This is an optimization exercise on Yosys and OpenROAD, whose aim is small area, a short achievable clock period and few clock cycles per item, not a production implementation. In this exercise RTL edits were held to simulation tests only and were not proved equivalent to the original.

==> flow/design.v (outline; a module is shown in full before it is edited, if it fits) <==
// module mstep: 4398 lines
// module float64_mul: 194 lines
module float64_mul (
        ap_clk,
        ap_rst,
        ap_start,
        ap_done,
        ap_idle,
        ap_ready,
        a,
        b,
        ap_return
);
  // ...
==> flow/run.sh <==
#!/bin/bash
# synth_recipe.tcl (not shown) runs the flow's synth.tcl, then flattens the netlist and writes it again
# the make line also repeats each setting of config.mk as NAME=value (left out here)
make -C /OpenROAD-flow-scripts/flow DESIGN_CONFIG=/design/flow/config.mk WORK_HOME=/design/flow/orfs CLKGATE_MAP_FILE= SYNTH_SCRIPT=/design/flow/synth_recipe.tcl finish
==> flow/config.mk <==
export PLATFORM = sky130hd
export DESIGN_NAME = float64_mul
export DESIGN_NICKNAME = float64_mul
export VERILOG_FILES = /design/flow/design.v
export SDC_FILE = /design/flow/constraint.sdc
export NUM_CORES = 4
export LEC_CHECK = 0
export CAP_MARGIN = 20
export CORE_MARGIN = 2
export CORE_UTILIZATION = 40
export SETUP_SLACK_MARGIN = 3.0
export SLEW_MARGIN = 20
==> flow/constraint.sdc <==
create_clock -name core_clock -period 10.0 [get_ports {ap_clk}]
set_input_delay 2.0000 -clock core_clock [delete_from_list [all_inputs] [get_ports {ap_clk}]]
set_output_delay 2.0000 -clock core_clock [all_outputs]
set_load 0.01 [all_outputs]
==> key figures, run 1 <==
Run status
  – Status: timing/DRC/antenna clean

Critical path
  – Critical Path AT: 5.72 ns
  – Crit path launch: acc_c[4]

Global route
  – First-pass GRT wire length: 300000 um
  – Vias in the first global route: 42600
  – M1 GR Usage: 0.503

Route
  – Via density: 6.76
  – Met2 WL: 88000 um

Synthesis
  – Top cells by count, synth: xnor2_1, fa_1, nand2_1
  – Post-Synthesis Cells: 5120
  – Post-synthesis average cell area: 8.15 sq um
  – Most frequent cell after synthesis: xnor2_1
  – Post-synthesis register bit count: 234
  – Cell taking the most area after synthesis: fa_1
  – Simple-gate area share of the yosys netlist: 0.165
  – Top FF cell, synth: dfxtp_1

Timing
  – RSZ-0062 raised after global routing: true
  – Worst Skew: 0.0192 ns
  – Setup tns final: 0 ns
  – Worst-Margin Slew: 1.17 ns
  – Worst setup margin: 2.28 ns
  – Fin. Hold Viols: 0
  – Hold WS: 0.504 ns
  – Achievable frequency: 130 MHz

Layout
  – Multi-input gate area: 36900 sq um
  – Signal buffers: 508
  – Layout Cell Area excl Fill: 50800 sq um
  – Share of cells above drive strength 1: 0.182
  – Non-Filler Instances: 6629
  – Multi-input combinational area share: 0.727

Die
  – Placeable Area: 103000 sq um
  – Die footprint: 107000 sq um

Place
  – Placement Setup Slack: 1.34 ns
  – HPWL Detailed: 156000 um
  – Gp weighted congestion: 1.09
  – Placed cell area: 44700 sq um

Min path
  – Hold Path End: acc_s[6]
  – Hold depth: 2
Testbench counts, summed over its fixed seeds: cycles 9,600, items 2,400.
==> module float64_mul, before the edit <==
module float64_mul (
        ap_clk,
        ap_rst,
        ap_start,
        ap_done,
        ap_idle,
        ap_ready,
        a,
        b,
        ap_return
);
input   ap_clk;
input   ap_rst;
input   ap_start;
output  ap_done;
output  ap_idle;
output  ap_ready;
input  [63:0] a;
input  [63:0] b;
output [63:0] ap_return;
localparam [2:0] S_IDLE = 3'd0, S_IT1 = 3'd1, S_IT2 = 3'd2, S_FIN = 3'd3, S_SLOW = 3'd4, S_IT0 = 3'd5,
                 S_SPC = 3'd6;
wire        sa = a[63];
wire        sb = b[63];
wire [10:0] ea = a[62:52];
wire [10:0] eb = b[62:52];
wire [51:0] fa = a[51:0];
wire [51:0] fb = b[51:0];
wire        zs = sa ^ sb;
wire a_ez = (ea == 11'd0);
wire b_ez = (eb == 11'd0);
wire a_em = (ea == 11'h7ff);
wire b_em = (eb == 11'h7ff);
wire a_fz = (fa == 52'd0);
wire b_fz = (fb == 52'd0);
wire a_nan  = a_em & ~a_fz;
wire b_nan  = b_em & ~b_fz;
wire a_snan = a_nan & ~fa[51];
wire b_snan = b_nan & ~fb[51];
wire a_inf  = a_em & a_fz;
wire b_inf  = b_em & b_fz;
wire a_zero = a_ez & a_fz;
wire b_zero = b_ez & b_fz;
wire sp_nan  = a_nan | b_nan;
wire sp_nanb = sp_nan & (b_snan | (b_nan & ~a_snan));
wire sp_nana = sp_nan & ~sp_nanb;
wire sp_dnan = ~sp_nan & ((a_inf & b_zero) | (b_inf & a_zero));
wire sp_inf  = ~sp_nan & ~sp_dnan & (a_inf | b_inf);
wire sp_zero = ~sp_nan & ~(a_inf | b_inf) & (a_zero | b_zero | (a_ez & b_ez));
wire special = sp_nan | sp_dnan | sp_inf | sp_zero;
reg k_nanb, k_nana, k_dnan, k_inf;
always @(posedge ap_clk) begin
    k_nanb <= sp_nanb;
    k_nana <= sp_nana;
    k_dnan <= sp_dnan;
    k_inf  <= sp_inf;
end
wire [63:0] special_val = k_nanb ? (b | 64'h0008_0000_0000_0000) :
                          k_nana ? (a | 64'h0008_0000_0000_0000) :
                          k_dnan ? 64'h7FFF_FFFF_FFFF_FFFF :
                          k_inf  ? {zs, 11'h7ff, 52'd0} : {zs, 63'd0};
wire [11:0] esum = {1'b0, ea[10:1], ea[0] | a_ez} + {1'b0, eb[10:1], eb[0] | b_ez};
wire fast = ~a_ez & ~b_ez & (esum >= 12'd1024) & (esum <= 12'd3068);
reg  [2:0]  state;
reg  [72:0] acc_s;
reg  [72:0] acc_c;
reg  [17:0] ch0;          
reg  [17:0] ch1;          
reg  [12:0] e;            
reg         fast_r;       
reg  [10:0] ebase_r;
reg  [10:0] ebase1_r;
reg  [10:0] ebase2_r;
wire st_idle = (state == S_IDLE);
wire st_it1  = (state == S_IT1);
wire st_it2  = (state == S_IT2);
wire st_fin  = (state == S_FIN);
wire st_slow = (state == S_SLOW);
wire st_it0  = (state == S_IT0);
wire st_spc  = (state == S_SPC);
wire first   = st_idle | st_it0;
reg bhid_r;
reg asub;
always @(posedge ap_clk) bhid_r <= ~b_ez;
wire [52:0] sig_a = {~asub, fa};
wire [56:0] ywin  = {3'b000, bhid_r, fb, 1'b0};
wire [18:0] w     = st_it2 ? ywin[54:36] : st_it1 ? ywin[36:18] : ywin[18:0];
wire [18:0] rsum  = {1'b0, acc_s[17:0]} + {1'b0, acc_c[17:0]};
wire [54:0] as_in = first ? 55'd0 : acc_s[72:18];
wire [54:0] ac_in = first ? 55'd0 : acc_c[72:18];
wire        cin   = ~first & rsum[18];
wire [72:0] ts, tc;
wire        inj   = st_it2 & fast_r;
mstep u_step (.x(sig_a), .w(w), .first(first), .as_in(as_in), .ac_in(ac_in), .cin(cin),
              .inj(inj), .ts(ts), .tc(tc));
wire [69:0]  hi   = acc_s[69:0] + acc_c[69:0];
wire [105:0] y    = {hi, ch1, ch0};
wire [105:0] r    = {acc_s[69:0], ch1, ch0};
wire r_top   = r[105];
wire e_gt1   = ~e[12] & (e > 13'd1);
wire e_lt1   = e[12] | (e == 13'd0);
wire e_vlow  = e[12] & (e < 13'h1fc8);          
wire slow_done = ~(~r_top & e_gt1) & ~e_lt1;
wire slow_ovf  = ~e[12] & (e >= 13'd2047);
wire shl = ~r_top & e_gt1;
wire redo = a_ez & ~asub;
always @(posedge ap_clk) begin
    if (ap_rst | (st_slow & slow_done))
        asub <= 1'b0;
    else if (st_fin & redo)
        asub <= 1'b1;
end
always @(posedge ap_clk) begin
    if (ap_rst) begin
        state <= S_IDLE;
    end else begin
        case (state)
        S_IDLE: if (ap_start) state <= special ? S_SPC : S_IT1;
        S_SPC:  state <= S_IDLE;
        S_IT0:  state <= S_IT1;
        S_IT1:  state <= S_IT2;
        S_IT2:  state <= S_FIN;
        S_FIN:  state <= fast_r ? S_IDLE : (redo ? S_IT0 : S_SLOW);
        default: if (slow_done) state <= S_IDLE;
        endcase
    end
end
reg [105:0] r_next;
always @(*) begin
    if (shl)
        r_next = {r[104:0], 1'b0};
    else if (e_vlow)
        r_next = 106'd1;
    else
        r_next = {1'b0, r[105:2], r[1] | r[0]};
end
always @(posedge ap_clk) begin
    if (st_slow) begin
        acc_s <= {3'b000, r_next[105:36]};
        acc_c <= 73'd1 << 15;
    end else if (st_fin) begin
        acc_s <= {3'b000, hi};
        acc_c <= 73'd1 << 15;
    end else begin
        acc_s <= ts;
        acc_c <= tc;
    end
end
always @(posedge ap_clk) begin
    if (st_slow) begin
        ch0 <= r_next[17:0];
        ch1 <= r_next[35:18];
    end else begin
        if (st_it1) ch0 <= rsum[17:0];
        if (st_it2) ch1 <= rsum[17:0];
    end
end
always @(posedge ap_clk) begin
    fast_r  <= fast;
    ebase_r <= esum[10:0] - 11'd1023;
    ebase1_r <= esum[10:0] - 11'd1022;
    ebase2_r <= esum[10:0] - 11'd1021;
end
always @(posedge ap_clk) begin
    if (st_fin)
        e <= {1'b0, esum} - 13'd1022;
    else if (st_slow) begin
        if (shl)
            e <= e - 13'd1;
        else if (e_vlow)
            e <= 13'd1;
        else if (e_lt1)
            e <= e + 13'd1;
    end
end
wire        t     = y[105] | st_slow;
wire        z50   = ~|y[50:0];
wire        inc1  = y[52] & y[51];
wire [52:0] m1    = {1'b0, y[104:53]} + {52'd0, inc1};
wire        co1   = m1[52];
wire [51:0] mant1 = {m1[51:1], m1[0] & ~(inc1 & z50)};
wire [51:0] mant0 = {y[103:53], y[52] & ~(z50 & ~y[51])};
wire [10:0] em1   = e[10:0] - 11'd1;
wire [10:0] ep1   = e[10:0] + 11'd1;
wire [10:0] exp1s = (y[105] & co1) ? ep1 : (y[105] | co1) ? e[10:0] : em1;
wire [10:0] exp1  = st_slow ? exp1s : (co1 ? ebase2_r : ebase1_r);
wire [62:0] rounded = t ? {exp1, mant1} : {ebase_r, mant0};
assign ap_return = st_spc ? special_val :
                   (st_slow & slow_ovf) ? {zs, 11'h7ff, 52'd0} :
                   {zs, rounded};
assign ap_ready = ap_start & (st_spc | (st_fin & fast_r) | (st_slow & slow_done));
assign ap_idle  = ~ap_start;
assign ap_done  = ap_ready | ap_idle;
endmodule
==> run 2: changes to the inputs <==
--- a/flow/design.v
+++ b/flow/design.v
@@ -4572,7 +4572,9 @@
     end
 end
 wire        t     = y[105] | st_slow;
-wire        z50   = ~|y[50:0];
+wire [14:0] zx    = acc_s[14:0] ^ acc_c[14:0];
+wire [14:0] zo    = {acc_s[13:0] | acc_c[13:0], 1'b0};
+wire        z50   = ~|{zx ^ zo, ch1, ch0};
 wire        inc1  = y[52] & y[51];
 wire [52:0] m1    = {1'b0, y[104:53]} + {52'd0, inc1};
 wire        co1   = m1[52];
==> flow/flow/run.sh (new file) <==
#!/bin/bash
# The standard layout (the standard.sh, unchanged synthesis), except that the port
# buffers that global placement inserts on every input and output are plain
# sky130_fd_sc_hd__buf_4 cells instead of the delay buffers buffer_ports picks by default.
set -euo pipefail
export BUFFER_PORTS_ARGS="-buffer_cell sky130_fd_sc_hd__buf_4"
bash standard.sh finish > orfs_make.log 2>&1
==> flow/standard.sh (new file) <==
#!/bin/bash
# synth_recipe.tcl (not shown) runs the flow's synth.tcl, then flattens the netlist and writes it again
# the make line also repeats each setting of config.mk as NAME=value (left out here)
make -C /OpenROAD-flow-scripts/flow DESIGN_CONFIG=/design/flow/config.mk WORK_HOME=/design/flow/orfs CLKGATE_MAP_FILE= SYNTH_SCRIPT=/design/flow/synth_recipe.tcl "${@:-finish}"
--- a/flow/config.mk
+++ b/flow/config.mk
@@ -5,8 +5,8 @@
 export SDC_FILE = /design/flow/constraint.sdc
 export NUM_CORES = 4
 export LEC_CHECK = 0
-export CAP_MARGIN = 20
+export CAP_MARGIN = 30
 export CORE_MARGIN = 2
 export CORE_UTILIZATION = 40
 export SETUP_SLACK_MARGIN = 3.0
-export SLEW_MARGIN = 20
+export SLEW_MARGIN = 30
removed: flow/run.sh
==> run 2 against run 1 <==
Effect of this change:
- hold slack got worse by 0.040 ns
- largest cell class unchanged
- highest routed layer unchanged
- first-iteration DRC count decreased by 4.1%
- clock skew increased by 0.010 ns
- still clean
- wire length decreased by 4.4%
- critical path type unchanged
==> key figures, run 2 <==
Synthesis
  – Top FF cell, synth: dfxtp_1 (unchanged)
  – Most frequent cell after synthesis: xnor2_1 (unchanged)
  – Synth cell types: 102 (was 94)
  – Top-area cell type share of the netlist area: 0.226 (was 0.228)
  – Async SR Flop Fraction: 0 (unchanged)
  – Cell taking the most area after synthesis: fa_1 (unchanged)
  – Seq/Total Area, Yosys: 0.123 (was 0.124)
  – Area of the mapped netlist: 42100 sq um (was 41700 sq um)
  – EDFF count, synth: 49 (unchanged)
  – Post-synthesis average cell area: 8.18 sq um (was 8.15 sq um)
  – Post-Synthesis Cells: 5150 (was 5120)
  – Post-synthesis register bit count: 234 (unchanged)
  – Syn_nets: 5940 (was 5896)
  – Yosys warning count: 1 (unchanged)
  – Top cells by area, synth: fa_1, xnor2_1, dfxtp_1, ha_1, a22oi_1 (was fa_1, xnor2_1, dfxtp_1, a22oi_1, ha_1)
  – Top cells by count, synth: xnor2_1, fa_1, nor2_1 (was xnor2_1, fa_1, nand2_1)

Timing
  – Setup tns final: 0 ns (unchanged)
  – Crit path time final: 7.28 ns (was 7.72 ns)
  – Fin. Hold Viols: 0 (unchanged)
  – Max Slew Vio Count: 0 (unchanged)
  – Worst setup margin: 2.72 ns (was 2.28 ns)
  – RSZ-0062 raised after global routing: true (unchanged)
  – Endpoints failing setup: 0 (unchanged)
  – Part of the cycle the worst path needs: 0.728 (was 0.772)
  – Achievable frequency: 137 MHz (was 130 MHz)
  – Max_slew headroom: 0.313 (was 0.217)
  – Hold WS: 0.465 ns (was 0.504 ns)
  – Worst Skew: 0.0292 ns (was 0.0192 ns)
  – Worst-Margin Slew: 1.03 ns (was 1.17 ns)

Die
  – Initial Util: 0.402 (was 0.403)
  – Die W: 329 um (was 327 um)
  – Placeable Area: 105000 sq um (was 103000 sq um)
  – I/O pin count: 198 (unchanged)
  – FP Rows: 119 (was 118)
  – Die extent in y: 329 um (was 327 um)
  – Die footprint: 108000 sq um (was 107000 sq um)

Critical path
  – Critical Path AT: 5.28 ns (was 5.72 ns)
  – Crit. End Element: output port (unchanged)
  – Crit path launch: acc_c[26] (was acc_c[4])
  – Worst endpoint required time: 8.00 ns (about the same)
  – Worst-path fanout max: 9 (was 8)
  – Reg2reg path depth: 21 (was 19)
  – R2r endpoint: acc_s[47] (was acc_s[23])
  – Worst r2r src: state[0] (was state[1])
  – CP Launch Type: flop (unchanged)
  – Crit path max-delay cell type: dfxtp_1 (was or4_4)
  – CP peak stage delay: 0.49 ns (was 0.55 ns)
  – FF-to-FF setup slack: 3.07 ns (was 3.20 ns)
  – Critical path class: reg2out (unchanged)
  – CP cell instances: ha_4 > a21oi_2 > o21ai_2 > or2_1 > o221ai_2 > and3_1 > xnor2_1 > and4b_1 > and4bb_4 > nand4_1 > or2_4 > or3b_4 > a31oi_4 > o22ai_2 > buf_6 (was ha_4 > a21o_1 > a31o_4 > buf_4 > o21ai_4 > a211oi_2 > or2_2 > and4_1 > or4_4 > or4_4 > or2_4 > nor4_4 > buf_4 > buf_6 > mux2_4 > a221oi_4 > o32ai_2 > buf_2)

Global route
  – Busiest grt layer: met2 (unchanged)
  – Met2 Use GR: 0.513 (was 0.557)
  – Largest net degree at the start of global routing: 80 (was 92)
  – Initial antenna violation count: 11 (was 18)
  – First-pass GRT wire length: 288000 um (was 300000 um)
  – All-Layer GR Usage: 0.358 (was 0.379)
  – Vias in the first global route: 41200 (was 42600)
  – Grt total ovfl: 0 (unchanged)
  – M1 GR Usage: 0.495 (was 0.503)
  – GR met3 Demand/Resource: 0.113 (was 0.115)

Min path
  – Hold path start: acc_s[4] (was acc_s[5])
  – Hold depth: 2 (unchanged)
  – Hold Path End: acc_s[3] (was acc_s[6])
  – Worst hold-check path type: reg2reg (unchanged)

Layout
  – Share of cells above drive strength 1: 0.197 (was 0.182)
  – Nets: 6019 (was 5998)
  – Multi-input gate area: 36900 sq um (about the same)
  – Regs by FF count: acc_s (72), acc_c (71) (unchanged)
  – Register area: 5250 sq um (was 5200 sq um)
  – Final-layout fill cell count: 10100 (was 9847)
  – Layout Cell Area excl Fill: 50100 sq um (was 50800 sq um)
  – Final core occ: 0.477 (was 0.491)
  – Most frequent cells in the layout: xnor2_1, fa_1, buf_4, nor2_1, nand2_1 (was xnor2_1, fa_1, nand2_1, nor2_1, a22oi_1)
  – Top reg by flops: acc_s (unchanged)
  – Commonest non-fill, non-tap cell in the layout: xnor2_1 (unchanged)
  – Number of flip-flops under the largest register name: 72 (unchanged)
  – P&R area growth vs syn: 18.9% (was 21.7%)

Place
  – Placement Setup Slack: 1.45 ns (was 1.34 ns)
  – HPWL Detailed: 152000 um (was 156000 um)
  – Placed cell area: 44500 sq um (was 44700 sq um)
  – Gp weighted congestion: 1.02 (was 1.09)
  – PortBufs: 197 (unchanged)

Clocking
  – Total CTS buffers: 27 (was 29)
  – Skew-Pair Late Insertion Delay: 0.60 ns (about the same)
  – Deepest clock path buffer count: 3 (unchanged)
  – CTS hold repair buffers: 0 (unchanged)
  – Clock slew at reported path FFs: 0.06 ns (about the same)
  – H-tree levels: 1 (unchanged)
  – CTS tree: yes (unchanged)
  – Clk root buf: clkbuf_16 (unchanged)
  – Clk sinks: 234 (unchanged)

Route
  – Initial DRC count: 6822 (was 7114)
  – Routed Wire Length: 204000 um (was 213000 um)
  – # DRC: 0 (unchanged)
  – Drt wl/cell: 30.7 um (was 32.2 um)
  – Final ANT Viol Nets: 0 (unchanged)
  – Vias: 44100 (was 44800)
  – Via density: 6.64 (was 6.76)
  – Drt first pass iters: 8 (was 10)

Run
  – Max-cap violations: 0 (unchanged)

Run status
  – Status: timing/DRC/antenna clean (unchanged)
run 2: stage by stage:
step	cells
floorplan	5150
global placement	6365
detailed placement	6366
CTS	6547
global route	6642
finish	6644
run 2: how the worst max path moves through the flow:
stage / slack [ns] / cells after the start / end
6_report: 2.72 / 15 / ap_return[46]
5_1_grt: 2.65 / 17 / ap_return[46]
4_1_cts: 2.94 / 23 / ap_return[53]
3_5_place_dp: 1.45 / 21 / ap_return[53]
3_3_place_gp: 1.62 / 21 / ap_return[52]
2_1_floorplan: 3.05 / 22 / acc_s[24]
run 2: cells by family after synthesis:
kind of cell,after synthesis,share of synthesized area
DFF,234,0.123
xor gates and xnor gates,592,0.123
muxes,36,0.00861
buffers and inverters,759,0.0696
and+or+nand+nor,1447,0.162
adders and majority gates,659,0.280
AOI/OAI and AO/OA,1423,0.234
run 2: final cells by class:
type / count / area share
diodes: 3 / 0.000150
clock buffers: 29 / 0.0140
clock inverters: 21 / 0.00479
inverters: 313 / 0.0235
multi-input cells: 4166 / 0.737
flip-flops and latches: 234 / 0.105
well taps: 1391 / 0.0347
repair buffers: 487 / 0.0813
run 2: what timing repair did:
action / in CTS / in global routing
endpoints found under the setup margin: 169 / 145
gates resized for setup: 370 / 201
pin swaps: 109 / 110
buffers inserted: 123 / 87
cloned: 8 / 5
run 2: layer usage:
metal | vias up | wire (um)
met5 | - | 80
met4 | 12 | 11100
met3 | 603 | 29600
met2 | 3349 | 83000
met1 | 21600 | 80200
li1 | 18600 | -
run 2: worst max-delay path: cells and delay by family, from the launching register on:
family,cells,cell delay [ns]
xor+xnor,1,0.21
buf+inv,1,0.17
simple gates,7,2.29
compound gates,5,1.21
flops,1,0.49
fa+ha+maj,1,0.29
Testbench counts of run 2, summed over its fixed seeds: cycles 9,600, items 2,400.
==> run 3: changes to the inputs <==
--- a/flow/config.mk
+++ b/flow/config.mk
@@ -8,5 +8,5 @@
 export CAP_MARGIN = 30
 export CORE_MARGIN = 2
 export CORE_UTILIZATION = 40
-export SETUP_SLACK_MARGIN = 3.0
+export SETUP_SLACK_MARGIN = 2.5
 export SLEW_MARGIN = 30
==> run 3 against run 2 <==
Effect of this change:
- final cell count down 2.4%
- design area down 6.0%
- critical path type unchanged
- global-route usage down 0.47 points
- core utilization down 2.9 points
- flip-flop and latch count unchanged
==> key figures, run 3 <==
Route
  – Drt first pass iters: 9 (was 8)
  – Vias: 43000 (was 44100)
  – Final ANT Viol Nets: 0 (unchanged)
  – Drt wl/cell: 30.4 um (was 30.7 um)
  – # DRC: 0 (unchanged)
  – Routed Wire Length: 197000 um (was 204000 um)
  – Initial DRC count: 6468 (was 6822)
  – Via density: 6.63 (was 6.64)

Synthesis
  – EDFF count, synth: 49 (unchanged)
  – Seq/Total Area, Yosys: 0.123 (unchanged)
  – Yosys warning count: 1 (unchanged)
  – Post-synthesis average cell area: 8.18 sq um (unchanged)
  – Post-Synthesis Cells: 5150 (unchanged)
  – Most frequent cell after synthesis: xnor2_1 (unchanged)
  – Synth cell types: 102 (unchanged)
  – Top-area cell type share of the netlist area: 0.226 (unchanged)
  – Top cells by area, synth: fa_1, xnor2_1, dfxtp_1, ha_1, a22oi_1 (unchanged)
  – Top cells by count, synth: xnor2_1, fa_1, nor2_1 (unchanged)
  – Async SR Flop Fraction: 0 (unchanged)
  – Top FF cell, synth: dfxtp_1 (unchanged)
  – Cell taking the most area after synthesis: fa_1 (unchanged)
  – Area of the mapped netlist: 42100 sq um (unchanged)
  – Post-synthesis register bit count: 234 (unchanged)
  – Syn_nets: 5940 (unchanged)

Layout
  – Final core occ: 0.449 (was 0.477)
  – Nets: 5862 (was 6019)
  – Share of cells above drive strength 1: 0.137 (was 0.197)
  – Commonest non-fill, non-tap cell in the layout: xnor2_1 (unchanged)
  – Number of flip-flops under the largest register name: 72 (unchanged)
  – Most frequent cells in the layout: xnor2_1, fa_1, nor2_1, nand2_1, a21oi_1 (was xnor2_1, fa_1, buf_4, nor2_1, nand2_1)
  – Top reg by flops: acc_s (unchanged)
  – P&R area growth vs syn: 11.8% (was 18.9%)
  – Non-Filler Instances: 6483 (was 6644)
  – Final-layout fill cell count: 10300 (was 10100)
  – Regs by FF count: acc_s (72), acc_c (71) (unchanged)

Critical path
  – Crit. End Element: output port (unchanged)
  – Worst-path fanout max: 11 (was 9)
  – Worst endpoint required time: 8.00 ns (about the same)
  – Worst r2r src: state[1] (was state[0])
  – Crit path launch: acc_s[19] (was acc_c[26])
  – Critical Path AT: 5.48 ns (was 5.28 ns)
  – CP Launch Type: flop (unchanged)
  – Critical path class: reg2out (unchanged)

Global route
  – Initial antenna violation count: 12 (was 11)
  – Vias in the first global route: 40400 (was 41200)
  – Largest net degree at the start of global routing: 81 (was 80)
  – First-pass GRT wire length: 284000 um (was 288000 um)
  – All-Layer GR Usage: 0.353 (was 0.358)
  – Grt total ovfl: 0 (unchanged)

Timing
  – Setup tns final: 0 ns (unchanged)
  – RSZ-0062 raised after global routing: true (unchanged)
  – Max_slew headroom: 0.171 (was 0.313)
  – Endpoints failing setup: 0 (unchanged)
  – Achievable frequency: 134 MHz (was 137 MHz)
  – Max Slew Vio Count: 0 (unchanged)
  – Worst Skew: 0.0231 ns (was 0.0292 ns)
  – Fin. Hold Viols: 0 (unchanged)
  – Part of the cycle the worst path needs: 0.748 (was 0.728)
  – Hold WS: 0.472 ns (was 0.465 ns)
  – Worst-Margin Slew: 1.23 ns (was 1.03 ns)
  – Crit path time final: 7.48 ns (was 7.28 ns)

Die
  – I/O pin count: 198 (unchanged)
  – Die extent in y: 329 um (unchanged)
  – Initial Util: 0.402 (unchanged)
  – FP Rows: 119 (unchanged)
  – Die W: 329 um (unchanged)
  – Placeable Area: 105000 sq um (unchanged)
  – Die footprint: 108000 sq um (unchanged)

Place
  – Inst Count DP: 6368 (was 6366)
  – Gp weighted congestion: 1.02 (about the same)
  – PortBufs: 197 (unchanged)
  – HPWL Detailed: 153000 um (was 152000 um)

Min path
  – Hold path start: acc_s[3] (was acc_s[4])
  – Worst hold-check path type: reg2reg (unchanged)

Run status
  – Status: timing/DRC/antenna clean (unchanged)

Clocking
  – Skew-Pair Late Insertion Delay: 0.59 ns (was 0.60 ns)
  – Deepest clock path buffer count: 3 (unchanged)
  – H-tree levels: 1 (unchanged)
  – CTS tree: yes (unchanged)
  – Clk sinks: 234 (unchanged)
  – CTS hold repair buffers: 0 (unchanged)
  – Clock slew at reported path FFs: 0.06 ns (about the same)
  – Total CTS buffers: 27 (unchanged)
  – Clk root buf: clkbuf_16 (unchanged)

Run
  – Max-cap violations: 0 (unchanged)
[run 3: cell counts after synthesis]
Identical to the previous run, type by type.
[run 3: kinds of logic after synthesis]
| family | share of synthesized area |
|---|---|
| buf+inv | 0.0696 |
| simple gates | 0.162 |
| flops | 0.123 |
| compound gates | 0.234 |
| mux | 0.00861 |
| fa+ha+maj | 0.280 |
| xor+xnor | 0.123 |
[run 3: what timing repair did]
action | in CTS | in global routing
endpoints found under the hold margin | 0 | 0
gates resized for setup | 91 | 134
buffers inserted | 23 | 39
pin swaps | 24 | 37
gates cloned | 4 | 0
endpoints found under the setup margin | 136 | 145
[run 3: critical path, cell delays in order (launching register included)]
cell      delay, ns
dfxtp_1        0.42
ha_2           0.39
a21oi_1        0.32
o21ai_2        0.18
a22oi_2        0.35
nor2_1         0.19
a31oi_1        0.37
o211ai_1       0.26
or3b_1         0.56
nor2_2         0.29
nand4_1        0.21
or2_1          0.29
or3b_4         0.39
a31oi_4        0.36
o22ai_2        0.13
buf_4          0.19
[run 3: routing by layer]
metal / track usage / wire, um / vias up / share of wire
met1: 0.497 / 79600 / 21100 / 0.40
met2: 0.507 / 80800 / 3163 / 0.41
met4: 0.130 / 8880 / 10 / 0.045
li1: - / - / 18200 / -
met3: 0.105 / 27800 / 459 / 0.14
met5: 0 / 70 / - / 0.00035
[run 3: area by class of cell]
class	instances	area, sq um	share of cell area
antenna	2	5.00	0.000106
clock buffer	39	768	0.0163
clock inverter	8	119	0.00252
inverter	313	1170	0.0249
multi-input combinational	4161	35500	0.753
sequential	234	5190	0.110
tap	1391	1740	0.0369
timing repair buffer	335	2640	0.0561
[run 3: through the flow]
stage	area (sq um)	worst slack, ns
floorplan	42100	2.88
global placement	44500	1.83
detailed placement	44500	1.71
CTS	46100	2.48
global route	47100	2.40
finish	47100	2.52
[run 3: worst paths after layout]
path / endpoint / slack, ns / cells after the start
min reg2reg: acc_s[2] / 0.47 / 2
max: ap_return[46] / 2.52 / 15
min: acc_s[2] / 0.47 / 2
max reg2reg: acc_s[21] / 2.80 / 19
==> run 4: changes to the inputs <==
--- a/flow/config.mk
+++ b/flow/config.mk
@@ -7,6 +7,6 @@
 export LEC_CHECK = 0
 export CAP_MARGIN = 30
 export CORE_MARGIN = 2
-export CORE_UTILIZATION = 40
+export CORE_UTILIZATION = 45
 export SETUP_SLACK_MARGIN = 2.5
 export SLEW_MARGIN = 30
==> run 4 against run 3 <==
Effect of this change:
- global-route usage grew 3.4 points
- maximum frequency grew 0.64%
- critical endpoint unchanged
- still clean
- clock skew grew 0.0068 ns
- synthesized cell count is the same
- sequential share of layout area is essentially flat
==> key figures, run 4 <==
Clocking
  – H-tree levels: 1 (unchanged)
  – Total CTS buffers: 27 (unchanged)
  – Deepest clock path buffer count: 3 (unchanged)
  – Clk root buf: clkbuf_16 (unchanged)
  – Clock slew at reported path FFs: 0.07 ns (was 0.06 ns)
  – CTS tree: yes (unchanged)
  – CTS hold repair buffers: 0 (unchanged)
  – Clk sinks: 234 (unchanged)
  – Skew-Pair Late Insertion Delay: 0.60 ns (was 0.59 ns)

Run status
  – Status: timing/DRC/antenna clean (unchanged)

Timing
  – Part of the cycle the worst path needs: 0.744 (was 0.748)
  – Worst setup margin: 2.56 ns (was 2.52 ns)
  – Fin. Hold Viols: 0 (unchanged)
  – Achievable frequency: 134 MHz (about the same)
  – Endpoints failing setup: 0 (unchanged)
  – Crit path time final: 7.44 ns (was 7.48 ns)
  – Setup tns final: 0 ns (unchanged)
  – Max Slew Vio Count: 0 (unchanged)
  – Worst-Margin Slew: 1.15 ns (was 1.23 ns)
  – Worst Skew: 0.0300 ns (was 0.0231 ns)
  – Max_slew headroom: 0.227 (was 0.171)
  – Hold WS: 0.474 ns (was 0.472 ns)
  – RSZ-0062 raised after global routing: true (unchanged)

Synthesis
  – Compound-Gate Fraction of Synth Area: 0.234 (unchanged)
  – Yosys warning count: 1 (unchanged)
  – Syn_nets: 5940 (unchanged)
  – Multiplexer share of the synthesized area: 0.00861 (unchanged)
  – Adder-Cell Fraction of Synth Area: 0.280 (unchanged)
  – Synth cell types: 102 (unchanged)
  – Top cells by count, synth: xnor2_1, fa_1, nor2_1 (unchanged)
  – Largest family of logic cells by synthesized area: adder cells (unchanged)
  – Post-synthesis average cell area: 8.18 sq um (unchanged)
  – Most frequent cell after synthesis: xnor2_1 (unchanged)
  – Post-synthesis register bit count: 234 (unchanged)
  – Seq/Total Area, Yosys: 0.123 (unchanged)
  – Top-area cell type share of the netlist area: 0.226 (unchanged)
  – Simple-gate area share of the yosys netlist: 0.162 (unchanged)
  – Top FF cell, synth: dfxtp_1 (unchanged)
  – Post-Synthesis Cells: 5150 (unchanged)
  – Top cells by area, synth: fa_1, xnor2_1, dfxtp_1, ha_1, a22oi_1 (unchanged)
  – Area of the mapped netlist: 42100 sq um (unchanged)
  – EDFF count, synth: 49 (unchanged)
  – Async SR Flop Fraction: 0 (unchanged)
  – Xor-xnor portion of the synthesized cell area: 0.123 (unchanged)
  – Cell taking the most area after synthesis: fa_1 (unchanged)

Layout
  – Number of flip-flops under the largest register name: 72 (unchanged)
  – Nets: 5868 (was 5862)
  – Share of cells above drive strength 1: 0.143 (was 0.137)
  – Most frequent cells in the layout: xnor2_1, fa_1, nor2_1, nand2_1, buf_4 (was xnor2_1, fa_1, nor2_1, nand2_1, a21oi_1)
  – Layout Cell Area excl Fill: 47100 sq um (about the same)
  – Final-layout fill cell count: 9067 (was 10300)
  – Regs by FF count: acc_s (72), acc_c (71) (unchanged)
  – Top reg by flops: acc_s (unchanged)
  – Commonest non-fill, non-tap cell in the layout: xnor2_1 (unchanged)
  – Register area: 5210 sq um (was 5190 sq um)
  – P&R area growth vs syn: 11.7% (was 11.8%)
  – Multi-input gate area: 35500 sq um (about the same)

Place
  – Gp weighted congestion: 1.03 (was 1.02)
  – HPWL Detailed: 148000 um (was 153000 um)
  – Placement Setup Slack: 1.83 ns (was 1.71 ns)
  – Placed cell area: 44400 sq um (was 44500 sq um)
  – PortBufs: 197 (unchanged)

Global route
  – Largest net degree at the start of global routing: 82 (was 81)
  – Initial antenna violation count: 7 (was 12)
  – Vias in the first global route: 39700 (was 40400)
  – First-pass GRT wire length: 276000 um (was 284000 um)
  – All-Layer GR Usage: 0.387 (was 0.353)
  – Grt total ovfl: 0 (unchanged)

Die
  – Placeable Area: 93000 sq um (was 105000 sq um)
  – Die W: 310 um (was 329 um)
  – I/O pin count: 198 (unchanged)
  – Initial Util: 0.453 (was 0.402)
  – FP Rows: 112 (was 119)
  – Die footprint: 96100 sq um (was 108000 sq um)
  – Die extent in y: 310 um (was 329 um)

Route
  – Routed Wire Length: 193000 um (was 197000 um)
  – Vias: 42800 (was 43000)
  – # DRC: 0 (unchanged)
  – Drt wl/cell: 30.3 um (was 30.4 um)
  – Drt first pass iters: 9 (unchanged)
  – Final ANT Viol Nets: 0 (unchanged)
  – Initial DRC count: 6531 (was 6468)
  – Via density: 6.73 (was 6.63)

Run
  – Max-cap violations: 0 (unchanged)

Critical path
  – Worst endpoint required time: 8.00 ns (about the same)
  – CP Launch Type: flop (unchanged)
  – Worst-path fanout max: 12 (was 11)
  – Crit. End Element: output port (unchanged)
  – Critical Path AT: 5.44 ns (was 5.48 ns)
  – Critical path class: reg2out (unchanged)

Min path
  – Worst hold-check path type: reg2reg (unchanged)
-- run 4: cell counts after synthesis --
Identical to the previous run, type by type.
-- run 4: final timing paths --
path | start | endpoint | slack (ns) | depth (start not counted)
setup / recovery | acc_s[28] | ap_return[46] | 2.56 | 15
hold / removal | acc_s[7] | acc_s[6] | 0.47 | 2
setup reg to reg | state[1] | acc_s[24] | 2.70 | 18
hold reg to reg | acc_s[7] | acc_s[6] | 0.47 | 2
-- run 4: logic make-up (layout without fill, tap and decap cells) --
family | after synthesis | in the layout
flops | 234 | 234
other cells | 0 | 3
mux | 36 | 36
compound gates | 1423 | 1423
buf+inv | 759 | 704
simple gates | 1447 | 1450
xor+xnor | 592 | 592
fa+ha+maj | 659 | 659
-- run 4: metrics by stage --
step,util,std cells
3_5_place_dp,0.477,6232
4_1_cts,0.495,6309
2_1_floorplan,-,5150
6_report,0.506,6355
3_3_place_gp,0.476,6230
5_1_grt,0.506,6352
-- run 4: final cells by class --
class	count	area share
Multi-Input combinational cell	4160	0.754
Sequential cell	234	0.111
Timing Repair Buffer	342	0.0582
Tap cell	1254	0.0333
Inverter	313	0.0253
Clock buffer	33	0.0155
Clock inverter	16	0.00322
Antenna cell	3	0.000160
-- run 4: worst max-delay path: stages (launching register included) --
cell,delay [ns]
dfxtp_1,0.46
ha_2,0.40
a21oi_1,0.26
o21ai_1,0.23
or2_1,0.29
o221ai_1,0.33
and3_1,0.40
o21bai_1,0.15
xnor2_2,0.23
and4bb_2,0.50
nand4_1,0.23
or2_1,0.31
or3b_4,0.40
a31oi_4,0.35
o22ai_2,0.12
buf_4,0.18
-- run 4: what timing repair did --
| action | CTS | global route |
|---|---|---|
| gates cloned | 1 | 3 |
| pin swaps | 23 | 40 |
| endpoints found under the setup margin | 138 | 143 |
| endpoints found under the hold margin | 0 | 0 |
| buffers inserted | 27 | 40 |
| resized for setup | 111 | 140 |
-- run 4: routing by layer --
metal	global-route usage	wire length (um)	vias to the layer above
met4	0.156	10300	4
met1	0.542	77800	21000
li1	-	-	18200
met3	0.131	27300	506
met5	0.00506	72	-
met2	0.543	77200	2998
==> run 5: changes to the inputs <==
--- a/flow/config.mk
+++ b/flow/config.mk
@@ -8,5 +8,6 @@
 export CAP_MARGIN = 30
 export CORE_MARGIN = 2
 export CORE_UTILIZATION = 45
+export PLACE_DENSITY = 0.65
 export SETUP_SLACK_MARGIN = 2.5
 export SLEW_MARGIN = 30
==> run 5 against run 4 <==
Effect of this change:
- non-clock buffer count down 13
- hold slack lost 0.0079 ns
- critical endpoint is now acc_s[16]
- first-iteration DRC count increased by 11%
- sequential share of layout area hardly changed
- register-to-register slack got worse by 0.03 ns
- largest cell class unchanged
- die area stayed put
- synthesized area stayed put
- final cell count shrank 0.13%
- critical path depth is 1 higher
==> key figures, run 5 <==
Run status
  – Status: timing/DRC/antenna clean (unchanged)

Synthesis
  – Top FF cell, synth: dfxtp_1 (unchanged)
  – Compound-Gate Fraction of Synth Area: 0.234 (unchanged)
  – Syn_nets: 5940 (unchanged)
  – Multiplexer share of the synthesized area: 0.00861 (unchanged)
  – Async SR Flop Fraction: 0 (unchanged)
  – Largest family of logic cells by synthesized area: adder cells (unchanged)
  – Post-Synthesis Cells: 5150 (unchanged)
  – Cell taking the most area after synthesis: fa_1 (unchanged)
  – Post-synthesis average cell area: 8.18 sq um (unchanged)
  – Simple-gate area share of the yosys netlist: 0.162 (unchanged)
  – Top-area cell type share of the netlist area: 0.226 (unchanged)
  – Synth cell types: 102 (unchanged)
  – Yosys warning count: 1 (unchanged)
  – Xor-xnor portion of the synthesized cell area: 0.123 (unchanged)
  – Adder-Cell Fraction of Synth Area: 0.280 (unchanged)
  – Area of the mapped netlist: 42100 sq um (unchanged)
  – Post-synthesis register bit count: 234 (unchanged)
  – Top cells by count, synth: xnor2_1, fa_1, nor2_1 (unchanged)
  – Seq/Total Area, Yosys: 0.123 (unchanged)
  – EDFF count, synth: 49 (unchanged)
  – Most frequent cell after synthesis: xnor2_1 (unchanged)
  – Top cells by area, synth: fa_1, xnor2_1, dfxtp_1, ha_1, a22oi_1 (unchanged)

Die
  – Placeable Area: 93000 sq um (unchanged)
  – Die footprint: 96100 sq um (unchanged)
  – Initial Util: 0.453 (unchanged)
  – FP Rows: 112 (unchanged)
  – Die extent in y: 310 um (unchanged)
  – Die W: 310 um (unchanged)
  – I/O pin count: 198 (unchanged)

Layout
  – P&R area growth vs syn: 12.1% (was 11.7%)
  – Nets: 5859 (was 5868)
  – Most frequent cells in the layout: xnor2_1, fa_1, nor2_1, nand2_1, a21oi_1 (was xnor2_1, fa_1, nor2_1, nand2_1, buf_4)
  – Commonest non-fill, non-tap cell in the layout: xnor2_1 (unchanged)
  – Number of flip-flops under the largest register name: 72 (unchanged)
  – Share of cells above drive strength 1: 0.139 (was 0.143)
  – Non-Filler Instances: 6347 (was 6355)
  – Final core occ: 0.508 (was 0.506)
  – Regs by FF count: acc_s (72), acc_c (71) (unchanged)
  – Layout Cell Area excl Fill: 47200 sq um (was 47100 sq um)
  – Final-layout fill cell count: 8882 (was 9067)
  – Top reg by flops: acc_s (unchanged)

Critical path
  – Worst-path fanout max: 36 (was 12)
  – Worst endpoint required time: 10.37 ns (was 8.00 ns)
  – Crit. End Element: flop (was output port)
  – Critical Path AT: 7.80 ns (was 5.44 ns)
  – CP Launch Type: input port (was flop)
  – Reg2reg path depth: 21 (was 18)
  – FF-to-FF setup slack: 2.67 ns (was 2.70 ns)
  – Worst r2r src: state[0] (was state[1])
  – Critical path class: in2reg (was reg2out)
  – R2r endpoint: acc_s[27] (was acc_s[24])

Global route
  – Vias in the first global route: 40300 (was 39700)
  – Grt total ovfl: 0 (unchanged)
  – First-pass GRT wire length: 272000 um (was 276000 um)
  – Initial antenna violation count: 2 (was 7)
  – Largest net degree at the start of global routing: 93 (was 82)
  – All-Layer GR Usage: 0.381 (was 0.387)

Clocking
  – Total CTS buffers: 28 (was 27)
  – Deepest clock path buffer count: 3 (unchanged)
  – Clk root buf: clkbuf_16 (unchanged)
  – Clk sinks: 234 (unchanged)
  – CTS tree: yes (unchanged)
  – Skew-Pair Late Insertion Delay: 0.59 ns (was 0.60 ns)
  – H-tree levels: 1 (unchanged)
  – Clock slew at reported path FFs: 0.06 ns (was 0.07 ns)

Timing
  – RSZ-0062 raised after global routing: false (was true)
  – Crit path time final: 7.43 ns (was 7.44 ns)
  – Worst-Margin Slew: 1.02 ns (was 1.15 ns)
  – Achievable frequency: 135 MHz (was 134 MHz)
  – Hold WS: 0.466 ns (was 0.474 ns)
  – Setup tns final: 0 ns (unchanged)
  – Fin. Hold Viols: 0 (unchanged)
  – Worst setup margin: 2.57 ns (was 2.56 ns)
  – Max_slew headroom: 0.314 (was 0.227)
  – Max Slew Vio Count: 0 (unchanged)
  – Endpoints failing setup: 0 (unchanged)
  – Part of the cycle the worst path needs: 0.743 (was 0.744)
  – Worst Skew: 0.0186 ns (was 0.0300 ns)

Place
  – Placed cell area: 44300 sq um (was 44400 sq um)
  – Inst Count DP: 6225 (was 6232)
  – Gp weighted congestion: 1.06 (was 1.03)
  – PortBufs: 197 (unchanged)
  – HPWL Detailed: 144000 um (was 148000 um)
  – Placement Setup Slack: 1.89 ns (was 1.83 ns)

Min path
  – Hold depth: 2 (unchanged)
  – Hold path start: acc_s[7] (unchanged)
  – Hold Path End: acc_s[6] (unchanged)
  – Worst hold-check path type: reg2reg (unchanged)

Route
  – Drt wl/cell: 30.0 um (was 30.3 um)
  – Drt first pass iters: 9 (unchanged)
  – # DRC: 0 (unchanged)
  – Via density: 6.83 (was 6.73)
  – Initial DRC count: 7253 (was 6531)
  – Vias: 43300 (was 42800)
  – Routed Wire Length: 191000 um (was 193000 um)
  – Final ANT Viol Nets: 0 (unchanged)

Run
  – Max-cap violations: 0 (unchanged)
## run 5: cell counts after synthesis
Identical to the previous run, type by type.
## run 5: area by class of cell
type | instances | area [sq um] | share of cell area
sequential | 234 | 5200 | 0.110
inverter | 313 | 1180 | 0.0249
clock inverter | 17 | 170 | 0.00360
antenna | 2 | 5.00 | 0.000106
timing repair buffer | 329 | 2650 | 0.0562
tap | 1254 | 1570 | 0.0332
clock buffer | 35 | 810 | 0.0171
multi-input combinational | 4163 | 35600 | 0.755
## run 5: kinds of logic (layout without fill, tap and decap cells)
logic type | count (synthesis) | in the layout
adders and majority gates | 659 | 659
buffers and inverters | 759 | 694
muxes | 36 | 36
and+or+nand+nor | 1447 | 1453
AOI/OAI and AO/OA | 1423 | 1423
other | 0 | 2
xor gates and xnor gates | 592 | 592
DFF | 234 | 234
## run 5: worst max-delay path, cell delays in order
cell	delay [ns]
buf_4	0.21
mux2i_1	0.11
o21ai_1	0.58
nand2b_2	0.39
inv_4	0.41
buf_12	0.37
xnor2_1	0.11
a221oi_1	0.57
fa_1	0.55
fa_1	0.45
fa_1	0.40
fa_1	0.51
fa_1	0.24
nor2_1	0.07
a221oi_1	0.42
o21ai_0	0.29
## run 5: what timing repair did
| item | in CTS | in global routing |
|---|---|---|
| buffers inserted | 18 | 41 |
| hold buffers | 0 | 0 |
| gates resized for setup | 112 | 150 |
| pin swaps | 21 | 41 |
| gates cloned | 1 | 6 |
| endpoints found under the setup margin | 84 | 138 |
## run 5: metal layers
layer  track usage  part of all wire  vias to the layer above  wire [um]
li1              -                 -                    18200          -
met1         0.521              0.38                    20900      72900
met2         0.543              0.40                     3556      76800
met3         0.128              0.15                      615      29500
met4         0.165             0.060                        4      11400
met5             0           0.00013                        -         24
## run 5: worst max-delay path by stage
stage,startpoint,cells past startpoint,endpoint,slack [ns]
after floorplan,state[2],22,acc_s[24],2.88
after global placement,b[0],17,acc_s[15],2.00
after detailed placement,b[0],17,acc_s[15],1.89
after CTS,state[2],18,acc_s[24],2.50
after global routing,acc_s[4],19,ap_return[39],2.50
final,b[1],16,acc_s[16],2.57
==> run 6: changes to the inputs <==
==> flow/flow/run.sh (replaced) <==
#!/bin/bash
# The standard layout (the standard.sh, unchanged synthesis), except that the port
# buffers that global placement inserts on every input and output are plain
# sky130_fd_sc_hd__buf_2 cells instead of the delay buffers buffer_ports picks by default.
set -euo pipefail
export BUFFER_PORTS_ARGS="-buffer_cell sky130_fd_sc_hd__buf_2"
bash standard.sh finish > orfs_make.log 2>&1
==> flow/config.mk (replaced) <==
export PLATFORM = sky130hd
export DESIGN_NAME = float64_mul
export DESIGN_NICKNAME = float64_mul
export VERILOG_FILES = /design/flow/design.v
export SDC_FILE = /design/flow/constraint.sdc
export NUM_CORES = 4
export LEC_CHECK = 0
export CAP_MARGIN = 25
export CORE_MARGIN = 2
export CORE_UTILIZATION = 45
export SETUP_SLACK_MARGIN = 2.5
export SLEW_MARGIN = 25
==> run 6 against run 5 <==
Effect of this change:
- die area unchanged
- via count shrank 0.42%
- critical path type is now reg2out
- critical path depth down 1
- synthesized area unchanged
- final cell count rose by 0.57%
- flip-flop and latch count stayed put
- non-clock buffer count rose by 38
- wire length rose by 0.89%
- still clean
- synthesized cell count unchanged
==> key figures, run 6 <==
Die
  – Die extent in y: 310 um (unchanged)
  – Die W: 310 um (unchanged)
  – FP Rows: 112 (unchanged)
  – I/O pin count: 198 (unchanged)
  – Initial Util: 0.453 (unchanged)
  – Placeable Area: 93000 sq um (unchanged)
  – Die footprint: 96100 sq um (unchanged)

Synthesis
  – Post-synthesis register bit count: 234 (unchanged)
  – Multiplexer share of the synthesized area: 0.00861 (unchanged)
  – Post-Synthesis Cells: 5150 (unchanged)
  – Cell taking the most area after synthesis: fa_1 (unchanged)
  – Top-area cell type share of the netlist area: 0.226 (unchanged)
  – Syn_nets: 5940 (unchanged)
  – Yosys warning count: 1 (unchanged)
  – Area of the mapped netlist: 42100 sq um (unchanged)
  – Top cells by area, synth: fa_1, xnor2_1, dfxtp_1, ha_1, a22oi_1 (unchanged)
  – Async SR Flop Fraction: 0 (unchanged)
  – Largest family of logic cells by synthesized area: adder cells (unchanged)
  – Compound-Gate Fraction of Synth Area: 0.234 (unchanged)
  – Most frequent cell after synthesis: xnor2_1 (unchanged)
  – Xor-xnor portion of the synthesized cell area: 0.123 (unchanged)
  – Top cells by count, synth: xnor2_1, fa_1, nor2_1 (unchanged)
  – Post-synthesis average cell area: 8.18 sq um (unchanged)
  – Adder-Cell Fraction of Synth Area: 0.280 (unchanged)
  – Synth cell types: 102 (unchanged)
  – EDFF count, synth: 49 (unchanged)
  – Top FF cell, synth: dfxtp_1 (unchanged)
  – Simple-gate area share of the yosys netlist: 0.162 (unchanged)
  – Seq/Total Area, Yosys: 0.123 (unchanged)

Run status
  – Status: timing/DRC/antenna clean (unchanged)

Route
  – Vias: 43100 (was 43300)
  – Via density: 6.76 (was 6.83)
  – Drt wl/cell: 30.1 um (was 30.0 um)
  – Initial DRC count: 6460 (was 7253)
  – Routed Wire Length: 192000 um (was 191000 um)
  – Drt first pass iters: 7 (was 9)
  – # DRC: 0 (unchanged)
  – Final ANT Viol Nets: 0 (unchanged)

Min path
  – Hold depth: 2 (unchanged)
  – Worst hold-check path type: reg2reg (unchanged)
  – Hold path start: acc_s[4] (was acc_s[7])

Timing
  – Worst Skew: 0.0185 ns (was 0.0186 ns)
  – Worst-Margin Slew: 1.12 ns (was 1.02 ns)
  – Endpoints failing setup: 0 (unchanged)
  – Setup tns final: 0 ns (unchanged)
  – Max Slew Vio Count: 0 (unchanged)
  – Achievable frequency: 134 MHz (was 135 MHz)
  – Crit path time final: 7.45 ns (was 7.43 ns)
  – Worst setup margin: 2.55 ns (was 2.57 ns)
  – Max_slew headroom: 0.248 (was 0.314)
  – RSZ-0062 raised after global routing: true (was false)
  – Part of the cycle the worst path needs: 0.745 (was 0.743)
  – Fin. Hold Viols: 0 (unchanged)

Critical path
  – Critical path class: reg2out (was in2reg)
  – Critical Path AT: 5.45 ns (was 7.80 ns)
  – Crit. End Element: output port (was flop)
  – Worst endpoint required time: 8.00 ns (was 10.37 ns)
  – Worst-path fanout max: 15 (was 36)
  – Critical path's most frequent cell: mux2i_1 (was fa_1)
  – Reg2reg path depth: 19 (was 21)
  – R2r endpoint: acc_s[24] (was acc_s[27])
  – FF-to-FF setup slack: 2.71 ns (was 2.67 ns)
  – Crit path max-delay cell type: ha_1 (was o21ai_1)
  – CP peak stage delay: 0.56 ns (was 0.58 ns)
  – Crit path launch: acc_s[21] (was b[1])
  – Worst r2r src: state[0] (unchanged)
  – CP cell instances: ha_1 > nand4_1 > nor4_1 > and2_1 > a221oi_1 > buf_4 > o31a_1 > xnor2_1 > nand4_4 > nor4_4 > buf_12 > mux2i_1 > mux2i_1 > o21ai_1 > buf_2 (was buf_4 > mux2i_1 > o21ai_1 > nand2b_2 > inv_4 > buf_12 > xnor2_1 > a221oi_1 > fa_1 > fa_1 > fa_1 > fa_1 > fa_1 > nor2_1 > a221oi_1 > o21ai_0)
  – Worst setup path end: ap_return[62] (was acc_s[16])
  – CP Launch Type: flop (was input port)

Global route
  – Vias in the first global route: 40100 (was 40300)
  – GR met3 Demand/Resource: 0.135 (was 0.128)
  – Largest net degree at the start of global routing: 80 (was 93)
  – Busiest grt layer: met2 (unchanged)
  – Initial antenna violation count: 11 (was 2)
  – Grt total ovfl: 0 (unchanged)
  – Met2 Use GR: 0.555 (was 0.543)
  – All-Layer GR Usage: 0.387 (was 0.381)
  – M1 GR Usage: 0.538 (was 0.521)
  – First-pass GRT wire length: 277000 um (was 272000 um)

Clocking
  – H-tree levels: 1 (unchanged)
  – Deepest clock path buffer count: 3 (unchanged)
  – Clk root buf: clkbuf_16 (unchanged)
  – CTS tree: yes (unchanged)
  – Skew-Pair Late Insertion Delay: 0.59 ns (about the same)
  – Total CTS buffers: 26 (was 28)
  – Clk sinks: 234 (unchanged)
  – Clock slew at reported path FFs: 0.07 ns (was 0.06 ns)

Place
  – PortBufs: 197 (unchanged)
  – Placement Setup Slack: 1.89 ns (about the same)
  – Gp weighted congestion: 1.03 (was 1.06)
  – HPWL Detailed: 148000 um (was 144000 um)

Layout
  – Number of flip-flops under the largest register name: 72 (unchanged)
  – Most frequent cells in the layout: xnor2_1, fa_1, nor2_1, nand2_1, a21oi_1 (unchanged)
  – Regs by FF count: acc_s (72), acc_c (71) (unchanged)
  – P&R area growth vs syn: 10.6% (was 12.1%)
  – Share of cells above drive strength 1: 0.145 (was 0.139)
  – Commonest non-fill, non-tap cell in the layout: xnor2_1 (unchanged)
  – Nets: 5891 (was 5859)
  – Top reg by flops: acc_s (unchanged)

Run
  – Max-cap violations: 0 (unchanged)
-- run 6: changes by cell type in the layout (fill, tap and decap cells not counted), sizes merged, moves of 7 or more --
cell and change:
buf +39, clkbuf +7, clkinv -11, diode +7
-- run 6: worst min-delay path by stage --
stage	endpoint	slack [ns]
global placement	acc_s[6]	0.48
detailed placement	acc_s[6]	0.48
floorplan	acc_s[69]	0.45
global route	acc_s[3]	0.52
CTS	acc_s[6]	0.49
finish	acc_s[3]	0.47
-- run 6: layout make-up --
cell class	count	area [sq um]
Inverter	313	1180
Sequential cell	234	5190
Timing Repair Buffer	367	2330
Tap cell	1254	1570
Multi-Input combinational cell	4159	35500
Antenna cell	9	22.5
Fill cell	9054	46400
Clock inverter	5	81.3
Clock buffer	42	783
-- run 6: routing by layer --
metal  vias to the layer above  part of all wire
met4                        12             0.044
met3                       486              0.14
met1                     21200              0.40
met5                         -           0.00041
li1                      18300                 -
met2                      3162              0.41
-- run 6: metrics by stage --
stage	instances	hold WS, ns	utilization	area, sq um
CTS	6319	0.488	0.488	45400
finish	6383	0.473	0.501	46600
global route	6374	0.521	0.501	46600
floorplan	5150	0.448	-	42100
global placement	6235	0.479	0.471	43800
detailed placement	6235	0.480	0.471	43800
-- run 6: cell families (layout without fill, tap and decap cells) --
logic type | count (synthesis) | count (layout)
other | 0 | 9
AO/OA/AOI/OAI | 1423 | 1423
adder cells (fa/ha/maj) | 659 | 659
buffers and inverters | 759 | 727
AND/OR/NAND/NOR | 1447 | 1449
XOR/XNOR | 592 | 592
flip-flops | 234 | 234
multiplexers | 36 | 36
-- run 6: worst max-delay path, delay by kind of cell, from the launching register on --
kind	cells	cell delay [ns]
AOI/OAI and AO/OA	3	0.60
and+or+nand+nor	5	1.71
DFF	1	0.36
adders and majority gates	1	0.56
muxes	2	0.50
xor gates and xnor gates	1	0.55
buffers and inverters	3	0.58
-- run 6: timing repair --
item                       in CTS  in global routing
gates resized for setup        86                163
setup endpoints to repair     144                136
pin swaps                      15                 36
cloned                          2                  1
buffers inserted               35                 54
hold buffers                    0                  0
==> run 7: changes to the inputs <==
--- a/flow/config.mk
+++ b/flow/config.mk
@@ -8,5 +8,6 @@
 export CAP_MARGIN = 25
 export CORE_MARGIN = 2
 export CORE_UTILIZATION = 45
-export SETUP_SLACK_MARGIN = 2.5
+export PLACE_DENSITY = 0.65
+export SETUP_SLACK_MARGIN = 2.75
 export SLEW_MARGIN = 25
==> run 7 against run 6 <==
Effect of this change:
- largest cell class unchanged
- wire length is 1.5% higher
- highest routed layer unchanged
- count of clock-buffer cells in the layout is 4 lower
- still clean
- global-route usage up 0.26 points
- non-clock buffer count up 24
- critical endpoint is now ap_return[46]
- clock skew down 0.00056 ns
- worst setup slack improved by 0.13 ns
- core utilization increased by 1.2 points
- register-to-register slack better by 0.21 ns
==> key figures, run 7 <==
Die
  – Die footprint: 96100 sq um (unchanged)
  – Die extent in y: 310 um (unchanged)
  – FP Rows: 112 (unchanged)
  – Placeable Area: 93000 sq um (unchanged)
  – Initial Util: 0.453 (unchanged)
  – Die W: 310 um (unchanged)
  – I/O pin count: 198 (unchanged)

Timing
  – Setup tns final: 0 ns (unchanged)
  – Achievable frequency: 137 MHz (was 134 MHz)
  – Worst-Margin Slew: 1.10 ns (was 1.12 ns)
  – Max Slew Vio Count: 0 (unchanged)
  – Fin. Hold Viols: 0 (unchanged)
  – Part of the cycle the worst path needs: 0.732 (was 0.745)
  – Max_slew headroom: 0.265 (was 0.248)
  – Worst Skew: 0.0179 ns (was 0.0185 ns)
  – Endpoints failing setup: 0 (unchanged)
  – RSZ-0062 raised after global routing: true (unchanged)
  – Crit path time final: 7.32 ns (was 7.45 ns)

Layout
  – Regs by FF count: acc_s (72), acc_c (71) (unchanged)
  – Final-layout fill cell count: 8981 (was 9054)
  – Number of flip-flops under the largest register name: 72 (unchanged)
  – Commonest non-fill, non-tap cell in the layout: xnor2_1 (unchanged)
  – P&R area growth vs syn: 13.1% (was 10.6%)
  – Most frequent cells in the layout: xnor2_1, fa_1, nor2_1, nand2_1, a21oi_1 (unchanged)
  – Top reg by flops: acc_s (unchanged)
  – Layout Cell Area excl Fill: 47700 sq um (was 46600 sq um)
  – Nets: 5922 (was 5891)
  – Share of cells above drive strength 1: 0.167 (was 0.145)

Route
  – Final ANT Viol Nets: 0 (unchanged)
  – Vias: 43600 (was 43100)
  – Routed Wire Length: 195000 um (was 192000 um)
  – Via density: 6.81 (was 6.76)
  – Drt first pass iters: 8 (was 7)
  – Drt wl/cell: 30.5 um (was 30.1 um)
  – Initial DRC count: 6670 (was 6460)
  – # DRC: 0 (unchanged)

Critical path
  – Worst setup path end: ap_return[46] (was ap_return[62])
  – Critical path class: reg2out (unchanged)
  – CP Launch Type: flop (unchanged)
  – Crit path max-delay cell type: o21ai_1 (was ha_1)
  – CP peak stage delay: 0.40 ns (was 0.56 ns)
  – Crit. End Element: output port (unchanged)
  – Worst-path fanout max: 5 (was 15)
  – CP top delay family: simple AND/OR/NAND/NOR gates (unchanged)
  – FF-to-FF setup slack: 2.92 ns (was 2.71 ns)
  – Worst r2r src: state[1] (was state[0])
  – Stages on the worst setup path: 19 (was 15)
  – Worst endpoint required time: 8.00 ns (about the same)
  – Critical path's most frequent cell: buf_4 (was mux2i_1)
  – Crit path launch: acc_s[7] (was acc_s[21])
  – Critical Path AT: 5.32 ns (was 5.45 ns)
  – R2r endpoint: acc_s[15] (was acc_s[24])
  – CP cell instances: inv_1 > ha_4 > a21oi_4 > buf_4 > o21ai_1 > nor4_2 > nor4b_2 > buf_4 > ha_4 > nand2_4 > or3_4 > nor3b_4 > buf_4 > nand4_1 > or2_1 > or3b_4 > a31oi_4 > o22ai_2 > buf_2 (was ha_1 > nand4_1 > nor4_1 > and2_1 > a221oi_1 > buf_4 > o31a_1 > xnor2_1 > nand4_4 > nor4_4 > buf_12 > mux2i_1 > mux2i_1 > o21ai_1 > buf_2)
  – Reg2reg path depth: 18 (was 19)
  – Worst path bufs/invs: 5 (was 3)

Synthesis
  – Post-Synthesis Cells: 5150 (unchanged)
  – EDFF count, synth: 49 (unchanged)
  – Cell taking the most area after synthesis: fa_1 (unchanged)
  – Top FF cell, synth: dfxtp_1 (unchanged)
  – Top-area cell type share of the netlist area: 0.226 (unchanged)
  – Area of the mapped netlist: 42100 sq um (unchanged)
  – Most frequent cell after synthesis: xnor2_1 (unchanged)
  – Top cells by count, synth: xnor2_1, fa_1, nor2_1 (unchanged)
  – Yosys warning count: 1 (unchanged)
  – Post-synthesis average cell area: 8.18 sq um (unchanged)
  – Post-synthesis register bit count: 234 (unchanged)
  – Synth cell types: 102 (unchanged)
  – Top cells by area, synth: fa_1, xnor2_1, dfxtp_1, ha_1, a22oi_1 (unchanged)
  – Async SR Flop Fraction: 0 (unchanged)
  – Syn_nets: 5940 (unchanged)
  – Seq/Total Area, Yosys: 0.123 (unchanged)

Global route
  – All-Layer GR Usage: 0.390 (was 0.387)
  – Vias in the first global route: 40500 (was 40100)
  – First-pass GRT wire length: 278000 um (was 277000 um)
  – Grt total ovfl: 0 (unchanged)
  – Largest net degree at the start of global routing: 82 (was 80)
  – Initial antenna violation count: 13 (was 11)

Clocking
  – CTS hold repair buffers: 0 (unchanged)
  – Clock slew at reported path FFs: 0.07 ns (about the same)
  – Clk root buf: clkbuf_16 (unchanged)
  – Deepest clock path buffer count: 3 (unchanged)
  – Skew-Pair Late Insertion Delay: 0.58 ns (was 0.59 ns)
  – Total CTS buffers: 27 (was 26)
  – Clk sinks: 234 (unchanged)
  – CTS tree: yes (unchanged)
  – H-tree levels: 1 (unchanged)

Run
  – Max-cap violations: 0 (unchanged)

Run status
  – Status: timing/DRC/antenna clean (unchanged)

Place
  – HPWL Detailed: 148000 um (about the same)
  – Placed cell area: 43800 sq um (about the same)
  – Gp weighted congestion: 1.05 (was 1.03)
  – PortBufs: 197 (unchanged)

Min path
  – Worst hold-check path type: reg2reg (unchanged)
run 7: how the worst min path moves through the flow:
stage	start	to	slack, ns	cells past startpoint
2_1_floorplan	acc_s[68]	acc_s[69]	0.45	2
3_3_place_gp	acc_s[7]	acc_s[6]	0.48	2
3_5_place_dp	acc_s[7]	acc_s[6]	0.48	2
4_1_cts	acc_s[7]	acc_s[6]	0.47	2
5_1_grt	acc_s[3]	acc_s[2]	0.50	2
6_report	acc_s[7]	acc_s[6]	0.48	2
run 7: final cells by class:
cell class / count / area (sq um) / area share
Multi-Input combinational cell: 4165 / 36200 / 0.759
Sequential cell: 234 / 5220 / 0.110
Timing Repair Buffer: 391 / 2630 / 0.0551
Tap cell: 1254 / 1570 / 0.0329
Inverter: 313 / 1180 / 0.0247
Clock buffer: 38 / 790 / 0.0166
Clock inverter: 11 / 96.3 / 0.00202
Antenna cell: 1 / 2.50 / 0.0000525
run 7: tightest hold or removal path, stage by stage, from the launching register on:
cell and delay (ns):
dfxtp_4 0.36, nand2_1 0.05, nand2_1 0.04
run 7: kinds of logic (layout without fill, tap and decap cells):
kind of cell	after synthesis	count (layout)	share of synthesized area
and+or+nand+nor	1447	1453	0.162
AOI/OAI and AO/OA	1423	1425	0.234
buffers and inverters	759	753	0.0696
adders and majority gates	659	659	0.280
xor gates and xnor gates	592	592	0.123
DFF	234	234	0.123
muxes	36	36	0.00861
other	0	1	0
run 7: layer usage:
metal,global-route usage,up-vias,share of wire
met3,0.134,597,0.15
met4,0.151,16,0.055
li1,-,18300,-
met5,0,-,0.00077
met1,0.532,21400,0.38
met2,0.566,3316,0.41
run 7: repair_timing:
item	4_1_cts	5_1_grt
gates resized for setup	210	178
buffers inserted	48	70
gates cloned	5	5
pin swaps	48	74
setup endpoints to repair	157	104
run 7: through the flow:
stage | instances | utilization | setup WS (ns) | hold WS, ns
floorplan | 5150 | - | 2.88 | 0.448
global placement | 6228 | 0.471 | 1.69 | 0.483
detailed placement | 6228 | 0.471 | 1.58 | 0.483
CTS | 6330 | 0.496 | 2.69 | 0.471
global route | 6406 | 0.512 | 2.62 | 0.504
finish | 6407 | 0.512 | 2.68 | 0.485

[static timing again, ports no longer ideal]
No port has a modelled driver above. Below, the same layouts with a new extraction and two added sets of constraints.
Step 1, drivers: a clkbuf_16 drives ap_clk and a buf_2 each remaining input, both assumed.
Step 2, shift: input delay + t, output delay - t, t = (earliest + latest rising clock arrival at the registers) / 2. This alone moves slack from input paths to output paths.
Three values: ideal ports, drivers, drivers and shift; two values: the first two.
run | t (ns) | setup slack, ns | worst hold slack (ns) | worst data-port slew with drivers (ns) | pins driven straight from the clock port
run 1 | 0.650 | 2.284 / 2.224 / 2.336 | 0.504 / 0.504 / 0.504 | 0.05 | 1
run 2 | 0.645 | 2.721 / 2.661 / 2.367 | 0.465 / 0.465 / 0.465 | 0.05 | 1
run 3 | 0.631 | 2.517 / 2.461 / 2.075 | 0.472 / 0.472 / 0.472 | 0.05 | 1
run 4 | 0.644 | 2.564 / 2.505 / 2.117 | 0.474 / 0.474 / 0.474 | 0.04 | 1
run 5 | 0.643 | 2.573 / 2.521 / 1.966 | 0.466 / 0.466 / 0.466 | 0.05 | 1
run 6 | 0.639 | 2.554 / 2.497 / 2.060 | 0.473 / 0.473 / 0.473 | 0.04 | 1
run 7 | 0.634 | 2.682 / 2.622 / 2.091 | 0.485 / 0.485 / 0.485 | 0.04 | 1
After both steps every run listed still meets setup and hold. The setup slack of run 5, which loses most, moves by -0.052 ns with the drivers and by -0.607 ns with both steps.
